What follows belongs to an exercise in optimizing a design on an open flow for small area and a short achievable clock period; a production flow would make more cautious choices. The RTL was checked by simulation tests, not by an equivalence proof against the original design.

Setup of run 1:
// dataplane_top
module dataplane_top #(
    parameter DATA_WIDTH = 64
)(
    input  logic                    clk,
    input  logic                    rst_n,
    input  logic [31:0]             AWADDR,
    input  logic [ 2:0]             AWPROT,
    input  logic                    AWVALID,
    output logic                    AWREADY,
    input  logic [31:0]             WDATA,
    input  logic [ 3:0]             WSTRB,
    input  logic                    WVALID,
    output logic                    WREADY,
    input  logic                    BREADY,
    output logic                    BVALID,
    output logic [ 1:0]             BRESP,
    input  logic [31:0]             ARADDR,
    input  logic [ 2:0]             ARPROT,
    input  logic                    ARVALID,
    output logic                    ARREADY,
    input  logic                    RREADY,
    output logic                    RVALID,
    output logic [31:0]             RDATA,
    output logic [ 1:0]             RRESP,
    input  logic                    tvalid,
    input  logic [DATA_WIDTH-1:0]   tdata,
    input  logic [DATA_WIDTH/8-1:0] tkeep,
    input  logic                    tlast,
    output logic                    tready
);
export LEC_CHECK = 0
export CAP_MARGIN = 20
export CORE_MARGIN = 2
export CORE_UTILIZATION = 50
export SLEW_MARGIN = 20
create_clock -name core_clock -period 15.0 [get_ports {clk}]
run.sh (not shown) runs the stock make flow with config.mk's settings and CLKGATE_MAP_FILE= SYNTH_SCRIPT=/design/flow/synth_recipe.tcl, a recipe that flattens the netlist after the stock synthesis.
Edits applied to the flow inputs when going from run 1 to run 2:
--- a/flow/design.v
+++ b/flow/design.v
@@ -178,38 +178,35 @@
     le = 1'b0;
     gt = 1'b0;
     for (int i = 0; i < 8; i++) begin
         if (i <= p[2:0]) le = le | lo[i];
         else             gt = gt | lo[i];
     end
     cov = v[p[2:0]] && (((hi == p[6:3]) && le) || ((hi + 4'd1 == p[6:3]) && gt));
 endfunction
-logic [7:0]  hs [0:13];
-logic [7:0]  dip_h [0:1];    
+logic [7:0]  eth_s [0:13];
 logic [3:0]  ihl_s;
 logic [7:0]  proto_s;
+logic [31:0] sip_s, dip_s;
 logic [15:0] udp_src_s, udp_dst_s, tcp_src_s, tcp_dst_s;
-wire  [31:0] sip_s = {hs[10], hs[11], hs[12], hs[13]};
-wire  [31:0] dip_s = {dip_h[0], dip_h[1], hs[8], hs[9]};
 wire [3:0] ihl_eff = (ihl_s >= 4'd5) ? ihl_s : 4'd5;
 wire [6:0] l4_base = 7'd14 + {1'b0, ihl_eff, 2'b00};
 wire       p6      = (proto_s == 8'd6);
 wire       p17     = (proto_s == 8'd17);
 always_ff @(posedge clk) begin
     if (rv) begin
-        for (int p = 0; p < 8; p++)
-            if (cov(7'(p), ohi, olo, sv)) hs[p] <= D[p];
-        for (int p = 8; p < 14; p++)
-            if (cov(7'(p), ohi, olo, sv) || cov((p < 10) ? 7'(p + 24) : 7'(p + 16), ohi, olo, sv))
-                hs[p] <= D[p % 8];
-        if (cov(7'd14, ohi, olo, sv)) ihl_s    <= D[6][3:0];
-        if (cov(7'd23, ohi, olo, sv)) proto_s  <= D[7];
-        if (cov(7'd30, ohi, olo, sv)) dip_h[0] <= D[6];
-        if (cov(7'd31, ohi, olo, sv)) dip_h[1] <= D[7];
+        for (int p = 0; p < 14; p++)
+            if (cov(7'(p), ohi, olo, sv)) eth_s[p] <= D[p % 8];
+        if (cov(7'd14, ohi, olo, sv)) ihl_s   <= D[6][3:0];
+        if (cov(7'd23, ohi, olo, sv)) proto_s <= D[7];
+        for (int k = 0; k < 4; k++) begin
+            if (cov(7'(26 + k), ohi, olo, sv)) sip_s[(3-k)*8 +: 8] <= D[(26 + k) % 8];
+            if (cov(7'(30 + k), ohi, olo, sv)) dip_s[(3-k)*8 +: 8] <= D[(30 + k) % 8];
+        end
     end
 end
 logic [7:0] l4b [0:3];
 logic [3:0] l4en;
 always_comb begin
     for (int k = 0; k < 4; k++) begin
         l4b[k]  = D[(6 + k + (ihl_eff[0] ? 4 : 0)) % 8];
         l4en[k] = rv && cov(l4_base + 7'(k), ohi, olo, sv);
@@ -269,17 +266,17 @@
         uc  <= 1'b0;
         ks  <= 1'b0;
         is4 <= 1'b0;
         vfk <= 1'b0;
     end
     else begin
         vfk <= gen;
         if (eth_rdy && !ec) begin
-            is4 <= ({hs[12], hs[13]} == 16'h0800);
+            is4 <= ({eth_s[12], eth_s[13]} == 16'h0800);
             ec  <= 1'b1;
         end
         if (ip_rdy && ec && !ic) ic <= 1'b1;
         if (l4_rdy && ic && !uc) uc <= 1'b1;
         if (gen) ks <= 1'b1;
         if (!eth_rdy) begin
             ec <= 1'b0;
             ic <= 1'b0;
@@ -310,36 +307,36 @@
         if (we_r && w_ctrl) v_ctrl <= 1'b1;
         if (eth_rdy)        v_eth  <= 1'b1;
         if (ip_rdy)         v_ip   <= 1'b1;
         if (l4_rdy)         v_l4   <= 1'b1;
         if (vfk)            v_fk   <= 1'b1;
     end
 end
 always_ff @(posedge clk) begin
-    if (eth_rdy && !ec) begin
-        rf_dmac <= {hs[0], hs[1], hs[2], hs[3], hs[4], hs[5]};
-        rf_smac <= {hs[6], hs[7], hs[8], hs[9], hs[10], hs[11]};
-        rf_et   <= {hs[12], hs[13]};
+    if (eth_rdy) begin
+        rf_dmac <= {eth_s[0], eth_s[1], eth_s[2], eth_s[3], eth_s[4], eth_s[5]};
+        rf_smac <= {eth_s[6], eth_s[7], eth_s[8], eth_s[9], eth_s[10], eth_s[11]};
+        rf_et   <= {eth_s[12], eth_s[13]};
     end
-    if (ip_rdy && !ic) begin
+    if (ip_rdy) begin
         rf_sip <= sip_s;
         rf_dip <= dip_s;
         rf_pr  <= proto_s;
     end
     if (l4_rdy) begin
         rf_udp <= {udp_src_s, udp_dst_s};
         rf_tcp <= {tcp_src_s, tcp_dst_s};
     end
     if (vfk) begin
-        fk_sip <= rf_sip;
-        fk_dip <= rf_dip;
-        fk_udp <= (rf_pr == 8'd17);
-        fk_sp  <= (rf_pr == 8'd17) ? udp_src_s : tcp_src_s;
-        fk_dp  <= (rf_pr == 8'd17) ? udp_dst_s : tcp_dst_s;
+        fk_sip <= sip_s;
+        fk_dip <= dip_s;
+        fk_udp <= (proto_s == 8'd17);
+        fk_sp  <= (proto_s == 8'd17) ? udp_src_s : tcp_src_s;
+        fk_dp  <= (proto_s == 8'd17) ? udp_dst_s : tcp_dst_s;
     end
     if (we_r && w_ctrl) ctrl <= wdata_r;
 end
 wire [127:0] fk = {24'h0, fk_sip, fk_dip, fk_sp, fk_dp,
                    3'b000, fk_udp, 1'b0, ~fk_udp, ~fk_udp, fk_udp};
 logic       re_r, rdone_r;
 logic       arv;         
 logic [3:0] raddr;
--- outcome ---
Compared with run 1, in run 2 clock skew now sits lower, end-of-flow core utilization was more or less identical, detail-routed net length per standard cell +2.6%. From run 1 to run 2 the numbers moved as follows: sequential cell count went up by 5.8%, fraction of area in registers up 1.0 points, data arrival time of the worst path went down by 0.85 ns. Total via count in the routed design: run 2 > run 1. The critical-path cell with the highest stage delay comes out sky130_fd_sc_hd__o22ai_1 in one run and sky130_fd_sc_hd__or4_1 in the other, namely in run 1 and run 2 respectively.

afterwards: timing with drivers on the ports:
No port has a modelled driver above. Below, the same layouts with a new extraction and two added sets of constraints. Step 1: set_driving_cell puts a clkbuf_16 on clk and a buf_2 on each other input, an assumption about the parent block. Step 2, shift: input delay + t, output delay - t, t = (earliest + latest rising clock arrival at the registers) / 2. This alone moves slack from input paths to output paths. Slacks: ideal / step 1 / step 2; pairs: ideal / step 1.
run	t, ns	setup slack, ns	worst hold slack (ns)	worst setup path after step 2	worst register clock-pin slew, ns
run 1	0.701	9.078 / 9.078 / 9.078	0.348 / 0.348 / 0.348	register to register	0.07 / 0.07
run 2	0.706	9.911 / 9.911 / 9.801	0.352 / 0.352 / 0.352	input to register	0.07 / 0.07
After both steps every run listed still meets setup and hold. For run 2, which loses most, drivers alone change the setup slack by 0.000 ns; drivers and shift together by -0.110 ns.
